Background: an optimization exercise with open tools, aiming at small area, a short achievable clock period and few clock cycles. Do not read the settings as production practice. The RTL was checked by simulation tests, not by an equivalence proof against the original design.

## softmax
module softmax #(parameter
	ARITH_TYPE = 1,
	DATA_WIDTH = 32,
	INTEGER = 10,
	FRACTION = 22,
    E=8,
    M=23 )
    (
input  wire                  clk,
input  wire                  reset,
input  wire                  softmax_enable,
input  wire [DATA_WIDTH-1:0] in1,
input  wire [DATA_WIDTH-1:0] in2,
input  wire [DATA_WIDTH-1:0] in3,
input  wire [DATA_WIDTH-1:0] in4,
input  wire [DATA_WIDTH-1:0] max_input,
output wire [DATA_WIDTH-1:0] softmax_out_1,
output wire [DATA_WIDTH-1:0] softmax_out_2,
output wire [DATA_WIDTH-1:0] softmax_out_3,
output wire [DATA_WIDTH-1:0] softmax_out_4,
output reg                   softmax_output_ready
    );
Size: about 4100 cells after synthesis, roughly 270 flip-flops, roughly 290 I/O pins.
clock: 15.0 ns
lec_check: 0
cap_margin: 20
core_margin: 2
core_utilization: 40
place_density: 0.6
slew_margin: 20
run.sh (not shown) runs the stock make flow with config.mk's settings and CLKGATE_MAP_FILE= SYNTH_SCRIPT=/design/flow/synth_recipe.tcl, a recipe that flattens the netlist after the stock synthesis.
Testbench counts at the start, summed over its fixed seeds: cycles 16,808.
Edit:
==> flow/flow/run.sh (new file) <==
#!/bin/bash
# Layout flow: the standard ORFS flow, unchanged, with its timing repair
# asked to leave extra setup slack (the design is signed off at the design's
# clock period as usual; the margin only makes repair_timing work harder on
# the critical register-to-register paths).
set -euo pipefail
MARGIN=$(cat flow/margin.txt 2>/dev/null || echo 8)
bash standard.sh SETUP_SLACK_MARGIN=$MARGIN finish > flow_make.log 2>&1
==> flow/flow/margin.txt (new file) <==
10
==> flow/standard.sh (new file) <==
#!/bin/bash
# synth_recipe.tcl (not shown) runs the flow's synth.tcl, then flattens the netlist and writes it again
# the make line also repeats each setting of config.mk as NAME=value (left out here)
make -C /OpenROAD-flow-scripts/flow DESIGN_CONFIG=/design/flow/config.mk WORK_HOME=/design/flow/orfs CLKGATE_MAP_FILE= SYNTH_SCRIPT=/design/flow/synth_recipe.tcl "${@:-finish}"
- ABC_AREA: unset -> 1
removed: flow/run.sh
Effect: Global-route usage rises by 2.5 points; synthesized area rises by 4.3%; setup slack improved by 2.2 ns; worst hold slack improved by 0.0035 ns; non-clock buffer count rises by 69; wire length rises by 17%.
Edit:
==> flow/run.sh (new file) <==
#!/bin/bash
# synth_recipe.tcl (not shown) runs the flow's synth.tcl, then flattens the netlist and writes it again
# the make line also repeats each setting of config.mk as NAME=value (left out here)
make -C /OpenROAD-flow-scripts/flow DESIGN_CONFIG=/design/flow/config.mk WORK_HOME=/design/flow/orfs CLKGATE_MAP_FILE= SYNTH_SCRIPT=/design/flow/synth_recipe.tcl finish
removed: flow/flow/run.sh
removed: flow/flow/margin.txt
removed: flow/standard.sh
Outcome: The new run completed with no timing, DRC or antenna violations. Sequential share of layout area grows by 0.37 points. Via count goes down by about 2.5%. Cell count came out lower by 1.6%. Cell area drops by 4.8%. Critical path depth falls by 4. Core utilization drops by 2.3 points. Wire length goes down by 4.4%. Register-to-register slack got worse by 1.2 ns. Clock skew barely changes.
Edit:
==> flow/flow/run.sh (new file) <==
#!/bin/bash
# Layout flow: the standard ORFS flow, unchanged, with its timing repair
# asked to leave extra setup slack (the design is signed off at the design's
# clock period as usual; the margin only makes repair_timing work harder on
# the critical register-to-register paths).
set -euo pipefail
MARGIN=$(cat flow/margin.txt 2>/dev/null || echo 8)
bash standard.sh SETUP_SLACK_MARGIN=$MARGIN finish > flow_make.log 2>&1
==> flow/flow/margin.txt (new file) <==
8
==> flow/standard.sh (new file) <==
#!/bin/bash
# synth_recipe.tcl (not shown) runs the flow's synth.tcl, then flattens the netlist and writes it again
# the make line also repeats each setting of config.mk as NAME=value (left out here)
make -C /OpenROAD-flow-scripts/flow DESIGN_CONFIG=/design/flow/config.mk WORK_HOME=/design/flow/orfs CLKGATE_MAP_FILE= SYNTH_SCRIPT=/design/flow/synth_recipe.tcl "${@:-finish}"
removed: flow/run.sh
The new run completed with no timing, DRC or antenna violations.
Count of clock-buffer cells in the layout stays the same.
Cell count barely changes.
Worst setup slack improved by 0.36 ns.
Non-clock buffer count rose by 12.
First-iteration DRC count fell by a few percent.
Design area is about the same.

-- re-timing with driven ports --
No port has a modelled driver above. Below, the same layouts with a new extraction and two added sets of constraints.
Step 1 assumes that a clkbuf_16 drives the clock port and a buf_2 every other input.
Step 2 adds t to the input delays and takes it off the output delays; t is the mean of the earliest and latest rising clock arrival at the registers after step 1. Input paths then give back, and output paths get back, about the clock's delay inside the block.
Three values: no drivers, after step 1, after step 2; two values: the first two.
run | shift t [ns] | setup slack, ns | clock arrival spread, ns | cell pins on the clock port's net
the first run | 0.629 | 6.934 / 6.934 / 6.934 | 0.029 / 0.030 | 1
the second run | 0.653 | 9.163 / 9.163 / 9.163 | 0.023 / 0.024 | 1
the third run | 0.659 | 7.963 / 7.963 / 7.963 | 0.021 / 0.020 | 1
the fourth run | 0.655 | 8.320 / 8.320 / 8.320 | 0.021 / 0.022 | 1
After both steps every run listed still meets setup and hold.
